From an optimization exercise on the open Yosys and OpenROAD flow, aimed at small area; shortcuts taken in it are not production practice.
In this exercise RTL edits were held to simulation tests only and were not proved equivalent to the original.
The clock input has no modelled driver; a real chip could not lean on it and would need a root buffer or a full tree.
Power and IR drop assume default switching activity.

## 01-12
==> flow/design.v <==
`timescale 1ns / 1ps
module top(
    input wire clk,
    input wire rstn,
    input wire uart_rx,
    output wire uart_tx,
    input wire [3:0] switches,
    output wire spi_cs,
    output wire spi_dq0,
    input wire spi_dq1,
    output wire spi_dq2,
    output wire spi_dq3,
    output wire spi_sck,
    output wire speaker_mute,
    output wire mclk,
    input wire i2c_scl_i,
    output wire i2c_scl_o,
    output wire i2c_scl_t,
    input wire i2c_sda_i,
    output wire i2c_sda_o,
    output wire i2c_sda_t,
    output wire i2s_lrclk,
    output wire i2s_dacdat,
    input wire i2s_adcdat,
    output wire i2s_bclk,
    output wire [31:0] bram_addra,
    input wire [31:0] bram_douta,
    output wire bram_ena,
    output wire bram_rsta
    );
    wire rst = ~rstn;
    assign speaker_mute = 1'b0;
    assign spi_cs = 1'b1;
    assign spi_dq0 = 1'b0;
    assign spi_dq2 = 1'b0;
    assign spi_dq3 = 1'b0;
    assign spi_sck = 1'b0;
    assign bram_rsta = 1'b0;
    assign bram_ena = 1'b1;
    assign i2c_scl_t = 1'b0;
    assign uart_tx = uart_rx;
    reg [2:0] mj;
    always @(posedge clk) begin
        if (rst) mj <= 3'b000;
        else mj <= {mj[1:0], ~mj[2]};
    end
    assign mclk = mj[2];
    reg [4:0] b;
    reg [1:0] v;
    reg [3:0] u;
    wire b_end = &b;
    wire step = b_end & v[1];            
    wire load = step & (&u[2:0]);        
    wire rise = load & ~u[3];
    always @(posedge clk) begin
        if (rst) begin
            b <= 5'd0;
            v <= 2'd0;
            u <= 4'd0;
        end else begin
            b <= b ^ {&b[3:0], &b[2:0], &b[1:0], b[0], 1'b1};
            v <= v ^ {b_end & (v[1] | v[0]), b_end & ~v[1]};
            u <= u ^ {load, step & u[1] & u[0], step & u[0], step};
        end
    end
    assign i2s_bclk = b[4];
    assign i2s_lrclk = u[3];
    reg [11:0] k;
    wire [11:0] kinc;
    genvar gi;
    assign kinc[0] = rise;
    generate for (gi = 1; gi < 12; gi = gi + 1) begin : kc
        assign kinc[gi] = kinc[gi-1] & k[gi-1];
    end endgenerate
    always @(posedge clk) begin
        if (rst | (rise & (&k[11:7]) & (&k[4:2]))) k <= 12'd0;
        else k <= k ^ kinc;
    end
    assign bram_addra = {20'b0, k[11:2], 2'b0};
    reg [23:0] d;
    always @(posedge clk) begin
        if (load) d <= bram_douta[31:8];
    end
    wire [7:0] col0 = {d[2], d[5], d[8], d[11], d[14], d[17], d[20], d[23]};
    wire [7:0] col1 = {d[1], d[4], d[7], d[10], d[13], d[16], d[19], d[22]};
    wire [7:0] col2 = {d[0], d[3], d[6], d[9], d[12], d[15], d[18], d[21]};
    wire [7:0] col = v[1] ? col2 : (v[0] ? col1 : col0);
    wire dbit = col[u[2:0]];
    reg [3:0] t;
    reg [1:0] s;
    reg [3:0] n;
    wire tail = &s;
    wire h = u[0] ^ t[0] ^ tail;
    wire i2c_done = t[3] & t[0];
    wire hold = i2c_done & n[2];
    wire adv = step & ~hold;
    wire wrap_t = adv & tail & n[3];                         
    wire end_byte = adv & h & ~tail & n[3] & (~s[1] | n[0]);  
    wire inc_n = adv & h & ~(~tail & n[3] & (~s[1] | n[0]));
    wire inc_t = end_byte & s[1];
    always @(posedge clk) begin
        if (rst) begin
            t <= 4'd0;
            s <= 2'd3;
            n <= 4'd7;
        end else begin
            n <= n ^ {(inc_n & n[2] & n[1] & n[0]) | end_byte | wrap_t,
                      inc_n & n[1] & n[0], inc_n & n[0], inc_n | (end_byte & n[0])};
            s <= s ^ {(end_byte & s[0]) | wrap_t, end_byte | wrap_t};
            t <= t ^ {inc_t & t[2] & t[1] & t[0], inc_t & t[1] & t[0], inc_t & t[0], inc_t};
        end
    end
    wire [15:0] w;
    assign w[0] = (t[0] & t[2]) | (t[1]);
    assign w[1] = (t[0] & t[1] & ~t[2]);
    assign w[2] = (~t[0] & t[1]) | (t[1] & ~t[2]);
    assign w[3] = (t[0] & ~t[1] & t[2]);
    assign w[4] = (t[0] & ~t[2]) | (t[1] & ~t[2]);
    assign w[5] = (~t[0] & t[1] & t[2]) | (t[0] & ~t[1] & ~t[2]) | (t[3]);
    assign w[6] = (~t[0] & t[1] & t[2]) | (t[0] & ~t[1] & ~t[2]) | (t[3]);
    assign w[7] = (~t[0] & t[1] & t[2]);
    assign w[8] = (~t[0] & t[1] & t[2]) | (t[0] & t[1] & ~t[2]);
    assign w[9] = (~t[0] & ~t[1] & ~t[3]) | (t[0] & t[1]) | (t[0] & t[2]);
    assign w[10] = (~t[0] & t[1] & t[2]) | (t[0] & ~t[1]) | (~t[1] & ~t[2]);
    assign w[11] = (~t[0] & ~t[2]) | (~t[1]);
    assign w[12] = (~t[0] & ~t[1] & ~t[2] & ~t[3]) | (t[0] & t[1] & t[2]);
    assign w[13] = 1'b0;
    assign w[14] = 1'b0;
    assign w[15] = 1'b0;
    wire [7:0] cur = s[1] ? w[7:0] : (s[0] ? w[15:8] : 8'b00110100);
    wire tbit = cur[~n[2:0]];
    wire scl_w = h | tail;
    wire sdat_w = ~tail & n[3] & ~n[0];
    wire sda_w = ~n[3] & (tail | tbit);
    reg sda_dly;
    always @(posedge clk) sda_dly <= sda_w;
    assign i2c_scl_o = scl_w;
    assign i2c_sda_t = sdat_w;
    assign i2c_sda_o = sda_dly;
    wire valid = (|k) | i2c_done;
    assign i2s_dacdat = switches[0] ? i2s_adcdat : (valid & dbit);
endmodule
export LEC_CHECK = 0
export CAP_MARGIN = 20
export CORE_MARGIN = 2
export CORE_UTILIZATION = 65
export PLACE_DENSITY = 0.75
export SLEW_MARGIN = 20
create_clock -name core_clock -period 13.5 [get_ports {clk}]
standard.sh (not shown) runs the stock make flow with config.mk's settings and CLKGATE_MAP_FILE= SYNTH_SCRIPT=/design/flow/synth_recipe.tcl, a recipe that flattens the netlist after the stock synthesis.
==> flow/flow/run.sh <==
#!/bin/bash
set -euo pipefail
export SKIP_REPAIR_TIE_FANOUT=1
export BUFFER_PORTS_ARGS="-buffer_cell sky130_fd_sc_hd__buf_1"
export CLOCK_LEAF_CELL=sky130_fd_sc_hd__clkbuf_8
export CLOCK_LEAVES=3
export PRE_CTS_TCL=$PWD/flow/cts_pre.tcl
bash standard.sh > standard.log 2>&1
==> flow/flow/cts_pre.tcl <==
set block [ord::get_db_block]
set db [ord::get_db]
set master [$db findMaster $::env(CLOCK_LEAF_CELL)]
set k $::env(CLOCK_LEAVES)
set clknet [$block findNet clk]
set sinks {}
set xs {}
set ys {}
foreach it [$clknet getITerms] {
  set loc [[$it getInst] getLocation]
  lappend sinks $it
  lappend xs [lindex $loc 0]
  lappend ys [lindex $loc 1]
}
set n [llength $sinks]
# start from sinks spread along the sorted x+y order
set order [lsort -integer -indices [lmap x $xs y $ys {expr {$x + $y}}]]
set cx {}
set cy {}
for {set c 0} {$c < $k} {incr c} {
  set i [lindex $order [expr {int(($c + 0.5) * $n / $k)}]]
  lappend cx [lindex $xs $i]
  lappend cy [lindex $ys $i]
}
set cap [expr {int(ceil(double($n) / $k)) + 1}]
for {set iter 0} {$iter < 30} {incr iter} {
  # balanced assignment: nearest centre with room left, sinks farthest from
  # their best centre first
  set cnt [lrepeat $k 0]
  set asg [lrepeat $n -1]
  set pref {}
  for {set i 0} {$i < $n} {incr i} {
    set best 1e18
    for {set c 0} {$c < $k} {incr c} {
      set d [expr {abs([lindex $xs $i] - [lindex $cx $c]) + abs([lindex $ys $i] - [lindex $cy $c])}]
      if {$d < $best} { set best $d }
    }
    lappend pref [list $i $best]
  }
  foreach p [lsort -real -decreasing -index 1 $pref] {
    set i [lindex $p 0]
    set best 1e18
    set bc -1
    for {set c 0} {$c < $k} {incr c} {
      if {[lindex $cnt $c] >= $cap} continue
      set d [expr {abs([lindex $xs $i] - [lindex $cx $c]) + abs([lindex $ys $i] - [lindex $cy $c])}]
      if {$d < $best} { set best $d; set bc $c }
    }
    lset asg $i $bc
    lset cnt $bc [expr {[lindex $cnt $bc] + 1}]
  }
  set sx [lrepeat $k 0]
  set sy [lrepeat $k 0]
  for {set i 0} {$i < $n} {incr i} {
    set c [lindex $asg $i]
    lset sx $c [expr {[lindex $sx $c] + [lindex $xs $i]}]
    lset sy $c [expr {[lindex $sy $c] + [lindex $ys $i]}]
  }
  for {set c 0} {$c < $k} {incr c} {
    if {[lindex $cnt $c] > 0} {
      lset cx $c [expr {[lindex $sx $c] / [lindex $cnt $c]}]
      lset cy $c [expr {[lindex $sy $c] / [lindex $cnt $c]}]
    }
  }
}
for {set c 0} {$c < $k} {incr c} {
  set buf [odb::dbInst_create $block $master clkbuf_leaf_$c]
  set net [odb::dbNet_create $block clknet_leaf_$c]
  $net setSigType CLOCK
  [$buf findITerm A] connect $clknet
  [$buf findITerm X] connect $net
  $buf setLocation [expr {int([lindex $cx $c])}] [expr {int([lindex $cy $c])}]
  $buf setPlacementStatus PLACED
  set nets($c) $net
}
for {set i 0} {$i < $n} {incr i} {
  set it [lindex $sinks $i]
  $it disconnect
  $it connect $nets([lindex $asg $i])
}
puts "clock: $k x [$master getName] drive $n clock pins, groups of [lsort -integer $cnt]"
proc clock_tree_synthesis {args} {
  puts "clock_tree_synthesis skipped: clock buffered by cts_pre.tcl"
}
01-12 went all the way through the flow, and no timing, DRC or antenna check failed.
#### Input delta (02-05 over 01-12)
Settings: CORE_UTILIZATION: 65 -> 40; PLACE_DENSITY: 0.75 -> unset.
-- flow/flow/run.sh --
<<< 01-12, line 6
export CLOCK_LEAVES=3
>>> 02-05, line 6
export CLOCK_LEAVES=4
Summary of 02-05 over 01-12: setup slack after layout increased by 28 ps relative to the old numbers; routability congestion estimate from global placement has decreased; die outline area increased by 59% relative to the old numbers; multi-input gate share of the layout cell area down 0.79 points; clock skew shows a reduction of 6.4 ps. Between 01-12 and 02-05, the cell count went up. For the power, 02-05 came in about 4.4% higher than 01-12 did. 02-05 against 01-12: routed wire length now sits higher; total global-route track usage down 5.9 points.
In every run of this note, the design's own scripts or RTL, not TritonCTS, make the clock network.

-- static timing again, ports no longer ideal --
Ports are ideal in the flow. The routed layouts listed here were re-timed in OpenROAD.
Step 1 assumes that a clkbuf_16 drives the clock port and a buf_2 every other input.
Step 2 adds t to the input delays and takes it off the output delays; t is the mean of the earliest and latest rising clock arrival at the registers after step 1. Input paths then give back, and output paths get back, about the clock's delay inside the block.
Three values: ideal ports, drivers, drivers and shift; two values: the first two.
run	shift t [ns]	setup slack, ns	worst hold slack (ns)	latest minus earliest clock arrival (ns)	slew at the worst register clock pin (ns)
01-12	0.206	7.472 / 7.451 / 7.451	0.430 / 0.430 / 0.430	0.013 / 0.013	0.12 / 0.12
02-05	0.208	7.500 / 7.479 / 7.479	0.429 / 0.429 / 0.429	0.007 / 0.006	0.10 / 0.10
After both steps every run listed still meets setup and hold.
